This design comes from an exercise in tuning for small area and a short achievable clock period on the open sky130 flow, not from production work. Where RTL was checked, it was by simulation tests only, not by an equivalence proof against the original. Power and IR drop assume default switching activity.

## main
// fpga_top
module fpga_top (clk, rstn, addr, we, dx, dw, dt, out);
  input clk;
  input we;
  input [255:0] dx;
  input [255:0] dw;
  input [15:0] dt;
  input [2:0] addr;
  input rstn;
  output out;
  wire [255:0] mm = dx ^ dw;
  wire s1, c2;
  wire s3, c4;
  wire s5, c6;
  wire s7, c8;
  wire s9, c10;
  wire s11, c12;
  wire s13, c14;
  wire s15, c16;
  wire s17, c18;
  wire s19, c20;
  wire s21, c22;
  wire s23, c24;
  wire s25, c26;
  wire s27, c28;
  wire s29, c30;
  wire s31, c32;
  wire s33, c34;
  wire s35, c36;
  wire s37, c38;
  wire s39, c40;
  wire s41, c42;
  wire s43, c44;
  wire s45, c46;
  wire s47, c48;
  wire s49, c50;
  wire s51, c52;
  wire s53, c54;
  wire s55, c56;
  wire s57, c58;
  wire s59, c60;
  wire s61, c62;
  wire s63, c64;
  wire s65, c66;
  wire s67, c68;
  wire s69, c70;
  wire s71, c72;
  wire s73, c74;
  wire s75, c76;
  wire s77, c78;
  wire s79, c80;
  wire s81, c82;
  wire s83, c84;
  wire s85, c86;
  wire s87, c88;
  wire s89, c90;
  wire s91, c92;
  wire s93, c94;
  wire s95, c96;
  wire s97, c98;
  wire s99, c100;
  wire s101, c102;
  wire s103, c104;
  wire s105, c106;
  wire s107, c108;
  wire s109, c110;
  wire s111, c112;
  wire s113, c114;
  wire s115, c116;
  wire s117, c118;
  wire s119, c120;
  wire s121, c122;
  wire s123, c124;
  wire s125, c126;
  wire s127, c128;
  wire s129, c130;
  wire s131, c132;
  wire s133, c134;
  wire s135, c136;
  wire s137, c138;
  wire s139, c140;
  wire s141, c142;
  wire s143, c144;
  wire s145, c146;
  wire s147, c148;
  wire s149, c150;
  wire s151, c152;
  wire s153, c154;
  wire s155, c156;
  wire s157, c158;
  wire s159, c160;
  wire s161, c162;
  wire s163, c164;
  wire s165, c166;
  wire s167, c168;
  wire s169, c170;
  wire s171, c172;
  wire s173, c174;
  wire s175, c176;
  wire s177, c178;
  wire s179, c180;
  wire s181, c182;
  wire s183, c184;
  wire s185, c186;
  wire s187, c188;
  wire s189, c190;
  wire s191, c192;
  wire s193, c194;
  wire s195, c196;
  wire s197, c198;
  wire s199, c200;
  wire s201, c202;
  wire s203, c204;
  wire s205, c206;
  wire s207, c208;
  wire s209, c210;
  wire s211, c212;
  wire s213, c214;
  wire s215, c216;
  wire s217, c218;
  wire s219, c220;
  wire s221, c222;
  wire s223, c224;
  ...
Size: about 1400 cells after synthesis, about 0.021 mm² of cells after synthesis.
clock: 10.0 ns
lec_check: 0
cap_margin: 20
core_margin: 2
core_utilization: 40
slew_margin: 20
standard.sh (not shown) runs the stock make flow with config.mk's settings and CLKGATE_MAP_FILE= SYNTH_SCRIPT=/design/flow/synth_recipe.tcl, a recipe that flattens the netlist after the stock synthesis.
==> flow/flow/run.sh <==
#!/bin/bash
# The standard layout with three changes:
#  1. after the standard synthesis, invpush.py flips full adders (and xor/xnor
#     gates) to remove most inverters between them (same function, same registers);
#  2. the port buffers are sky130_fd_sc_hd__buf_1;
#  3. timing repair aims at a shorter period (SETUP_SLACK_MARGIN);
#  4. clock tree of clkbuf_8 without dummy loads.
set -euo pipefail
MARGIN=${MARGIN:-7}
bash standard.sh synth > flow_synth.log 2>&1
R=orfs/results/sky130hd/fpga_top/base
cp $R/1_2_yosys.v $R/1_2_yosys.standard.v
python3 flow/invpush.py $R/1_2_yosys.standard.v $R/1_2_yosys.v > flow_invpush.log 2>&1
rm -f $R/1_synth.odb $R/1_synth.sdc
bash standard.sh "BUFFER_PORTS_ARGS=-buffer_cell sky130_fd_sc_hd__buf_1" SETUP_SLACK_MARGIN=$MARGIN "CTS_ARGS=-sink_clustering_enable -repair_clock_nets -dont_use_dummy_load -buf_list sky130_fd_sc_hd__clkbuf_8 -sink_clustering_size 18 -sink_clustering_max_diameter 70" finish > flow_layout.log 2>&1
Other scripts of this flow, unchanged in this note and not shown: flow/flow/invpush.py
## Diff of input files: the feature branch against main
diff --git a/flow/design.v b/flow/design.v
--- a/flow/design.v
+++ b/flow/design.v
@@ -258,15 +258,14 @@
   wire s491, c492;
   wire s493, c494;
   wire s495, c496;
   wire s497, c498;
   wire s499, c500;
   wire s501, c502;
   reg [8:0] p3;
-  reg [15:0] wt1;
   reg wv1; reg [2:0] wa1;
   reg wv2; reg [2:0] wa2;
   reg wv3; reg [2:0] wa3;
   assign s1 = mm[0] ^ mm[1] ^ mm[2];
   assign c2 = (mm[0] & mm[1]) | (mm[0] & mm[2]) | (mm[1] & mm[2]);
   assign s3 = mm[3] ^ mm[4] ^ mm[5];
   assign c4 = (mm[3] & mm[4]) | (mm[3] & mm[5]) | (mm[4] & mm[5]);
@@ -905,22 +904,22 @@
     p2[14] <= s481;
     p2[15] <= s483;
     p2[16] <= c482;
     p2[17] <= c484;
     p2[18] <= s485;
     p2[19] <= c486;
     p3 <= pc;
-    wv1 <= we; wa1 <= addr; wt1 <= dt;
+    wv1 <= we; wa1 <= addr;
     wv2 <= wv1; wa2 <= wa1;
     wv3 <= wv2; wa3 <= wa2;
   end
   reg [8:0]  pmem [0:7];
   reg [15:0] tmem [0:7];
   always @(posedge clk) begin
-    if (wv1) tmem[wa1] <= wt1;
+    if (we) tmem[addr] <= dt;
     if (wv3) pmem[wa3] <= p3;
   end
   reg [7:0] Roh;             
   reg [15:0] tsel;
   reg [8:0] psel;
   integer i;
   always @(*) begin
@@ -939,22 +938,59 @@
   wire [15:0] XRt = fresh ? tsel : XPt;
   reg XPpend;
   wire hitP = wv2 && Roh[wa2];
   wire hitF = wv3 && Roh[wa3];
   wire [8:0] XPe = XPpend ? p3 : XPp;
   wire [8:0] XRp = fresh ? (hitF ? p3 : psel) : XPe;
   always @(posedge clk) XPpend <= fresh && hitP;
+  wire [15:0] cg0 = Sn & ~XRt;
+  wire [15:0] cl0 = ~Sn & XRt;
+  wire [7:0] cg1, cl1;
+  assign cg1[0] = cg0[1] | (~cl0[1] & cg0[0]);
+  assign cl1[0] = cl0[1] | (~cg0[1] & cl0[0]);
+  assign cg1[1] = cg0[3] | (~cl0[3] & cg0[2]);
+  assign cl1[1] = cl0[3] | (~cg0[3] & cl0[2]);
+  assign cg1[2] = cg0[5] | (~cl0[5] & cg0[4]);
+  assign cl1[2] = cl0[5] | (~cg0[5] & cl0[4]);
+  assign cg1[3] = cg0[7] | (~cl0[7] & cg0[6]);
+  assign cl1[3] = cl0[7] | (~cg0[7] & cl0[6]);
+  assign cg1[4] = cg0[9] | (~cl0[9] & cg0[8]);
+  assign cl1[4] = cl0[9] | (~cg0[9] & cl0[8]);
+  assign cg1[5] = cg0[11] | (~cl0[11] & cg0[10]);
+  assign cl1[5] = cl0[11] | (~cg0[11] & cl0[10]);
+  assign cg1[6] = cg0[13] | (~cl0[13] & cg0[12]);
+  assign cl1[6] = cl0[13] | (~cg0[13] & cl0[12]);
+  assign cg1[7] = cg0[15] | (~cl0[15] & cg0[14]);
+  assign cl1[7] = cl0[15] | (~cg0[15] & cl0[14]);
+  wire [3:0] cg2, cl2;
+  assign cg2[0] = cg1[1] | (~cl1[1] & cg1[0]);
+  assign cl2[0] = cl1[1] | (~cg1[1] & cl1[0]);
+  assign cg2[1] = cg1[3] | (~cl1[3] & cg1[2]);
+  assign cl2[1] = cl1[3] | (~cg1[3] & cl1[2]);
+  assign cg2[2] = cg1[5] | (~cl1[5] & cg1[4]);
+  assign cl2[2] = cl1[5] | (~cg1[5] & cl1[4]);
+  assign cg2[3] = cg1[7] | (~cl1[7] & cg1[6]);
+  assign cl2[3] = cl1[7] | (~cg1[7] & cl1[6]);
+  wire [1:0] cg3, cl3;
+  assign cg3[0] = cg2[1] | (~cl2[1] & cg2[0]);
+  assign cl3[0] = cl2[1] | (~cg2[1] & cl2[0]);
+  assign cg3[1] = cg2[3] | (~cl2[3] & cg2[2]);
+  assign cl3[1] = cl2[3] | (~cg2[3] & cl2[2]);
+  wire [0:0] cg4, cl4;
+  assign cg4[0] = cg3[1] | (~cl3[1] & cg3[0]);
+  assign cl4[0] = cl3[1] | (~cg3[1] & cl3[0]);
+  wire sgt = cg4[0];
   always @(posedge clk) begin
     if (!we) Roh <= 8'd1 << addr;
     fresh <= ~we;
     XPp <= XRp;
     XPt <= XRt;
     if (rstn) begin
       Sn <= 16'd0;
       outr <= 1'b0;
     end else begin
       Sn <= Sn + {7'd0, XPe};
-      outr <= Sn > XRt;
+      outr <= sgt;
     end
   end
   assign out = outr;
 endmodule
==> comparison <==
Sequential share of layout area down 0.41 points in the feature branch wrt main. The feature branch against main: total die area has decreased; clock transition time at the flip-flop clock pins of the worst setup and hold paths has remained practically unchanged; fmax has decreased; biggest cell delay along the critical path has increased. Taking main as the reference, in the feature branch post-route minimum period higher, detailed-routed wire length on met2 lower, area after synthesis lower, average routed wire per standard cell lower, post-layout net count lower. The feature branch vs main, hold slack went down by 0.023 ns.
No functional check of the RTL was part of main.

---

Setup of the baseline:
fpga_top, a different RTL version from the one above (not shown whole).
Size in the first run: roughly 1300 cells after synthesis, ~540 I/O pins, roughly 0.021 sq mm of cells after synthesis.
export LEC_CHECK = 0
export CAP_MARGIN = 20
export CORE_MARGIN = 2
export CORE_UTILIZATION = 40
export SLEW_MARGIN = 20
create_clock -name core_clock -period 10.0 [get_ports {clk}]
==> flow/flow/run.sh <==
#!/bin/bash
# The standard layout with three changes:
#  1. after the standard synthesis, invpush.py flips full adders (and xor/xnor
#     gates) to remove most inverters between them (same function, same registers);
#  2. the port buffers are sky130_fd_sc_hd__buf_1;
#  3. timing repair aims at a shorter period (SETUP_SLACK_MARGIN);
#  4. clock tree of clkbuf_8 without dummy loads.
set -euo pipefail
MARGIN=${MARGIN:-7}
bash standard.sh synth > flow_synth.log 2>&1
R=orfs/results/sky130hd/fpga_top/base
cp $R/1_2_yosys.v $R/1_2_yosys.standard.v
python3 flow/invpush.py $R/1_2_yosys.standard.v $R/1_2_yosys.v > flow_invpush.log 2>&1
rm -f $R/1_synth.odb $R/1_synth.sdc
bash standard.sh "BUFFER_PORTS_ARGS=-buffer_cell sky130_fd_sc_hd__buf_1" SETUP_SLACK_MARGIN=$MARGIN "CTS_ARGS=-sink_clustering_enable -repair_clock_nets -dont_use_dummy_load -buf_list sky130_fd_sc_hd__clkbuf_8" finish > flow_layout.log 2>&1
Other scripts of this flow, unchanged in this note and not shown: flow/flow/invpush.py
The baseline ended with every stage complete and zero timing, DRC or antenna violations.
For the candidate, these inputs were changed with respect to the baseline:
--- a/flow/design.v
+++ b/flow/design.v
@@ -256,19 +256,18 @@
   wire s487, c488;
   wire s489, c490;
   wire s491, c492;
   wire s493, c494;
   wire s495, c496;
   wire s497, c498;
   wire s499, c500;
   wire s501, c502;
   reg [8:0] p3;
-  reg [15:0] wt1;
   reg wv1; reg [2:0] wa1;
   reg wv2; reg [2:0] wa2;
   reg wv3; reg [2:0] wa3;
   assign s1 = mm[0] ^ mm[1] ^ mm[2];
   assign c2 = (mm[0] & mm[1]) | (mm[0] & mm[2]) | (mm[1] & mm[2]);
   assign s3 = mm[3] ^ mm[4] ^ mm[5];
   assign c4 = (mm[3] & mm[4]) | (mm[3] & mm[5]) | (mm[4] & mm[5]);
   assign s5 = mm[6] ^ mm[7] ^ mm[8];
   assign c6 = (mm[6] & mm[7]) | (mm[6] & mm[8]) | (mm[7] & mm[8]);
@@ -903,26 +902,26 @@
     p2[12] <= c478;
     p2[13] <= c480;
     p2[14] <= s481;
     p2[15] <= s483;
     p2[16] <= c482;
     p2[17] <= c484;
     p2[18] <= s485;
     p2[19] <= c486;
     p3 <= pc;
-    wv1 <= we; wa1 <= addr; wt1 <= dt;
+    wv1 <= we; wa1 <= addr;
     wv2 <= wv1; wa2 <= wa1;
     wv3 <= wv2; wa3 <= wa2;
   end
   reg [8:0]  pmem [0:7];
   reg [15:0] tmem [0:7];
   always @(posedge clk) begin
-    if (wv1) tmem[wa1] <= wt1;
+    if (we) tmem[addr] <= dt;
     if (wv3) pmem[wa3] <= p3;
   end
   reg [2:0] R;
   reg fresh;
   reg [8:0] XPp;
   reg [15:0] XPt;
   reg [15:0] Sn;
   reg outr;
   wire [15:0] XRt = fresh ? tmem[R] : XPt;
Results
Every run (the candidate and the baseline) finished clean.
The candidate: slack of the critical path 31 ps above the baseline
The candidate: net switching power higher than the baseline
Compared with the baseline, in the candidate post-cts gate resize count -5; combinational share of power climbed 1.8 points; global placer's final weighted congestion went up.
No functional check of the RTL was part of the candidate.

separate check: timing with driven ports:
In the flow no input, the clock included, has a driving cell. The finished layouts below were timed again as built, in two steps. Step 1 (the two cells are an assumption about what drives the block):
set clk [get_ports {clk}]
set_driving_cell -lib_cell sky130_fd_sc_hd__clkbuf_16 $clk
set_driving_cell -lib_cell sky130_fd_sc_hd__buf_2 [delete_from_list [all_inputs] $clk]
Step 2 moves the port delays by t, midway between the first and last clock arrival at a register: inputs arrive t later, outputs are due t later. That takes back most of the time a late clock gives input paths. Slacks: ideal ports / drivers / drivers and shift; pairs: ideal ports / drivers.
| run | t, ns | slack for setup (ns) | worst setup path at the end | worst register clock-pin slew, ns | worst slew at a driven data input, ns |
|---|---|---|---|---|---|
| main | 0.626 | 6.960 / 6.914 / 6.384 | input to register | 0.11 / 0.11 | 0.18 |
| the feature branch | 0.654 | 6.881 / 6.843 / 6.396 | input to register | 0.11 / 0.11 | 0.11 |
| the baseline | 0.651 | 6.934 / 6.883 / 6.360 | input to register | 0.07 / 0.07 | 0.18 |
| the candidate | 0.651 | 6.966 / 6.915 / 6.326 | input to register | 0.06 / 0.06 | 0.20 |
After both steps every run listed still meets setup and hold. The setup slack of the candidate, which loses most, moves by -0.051 ns with the drivers and by -0.640 ns with both steps.
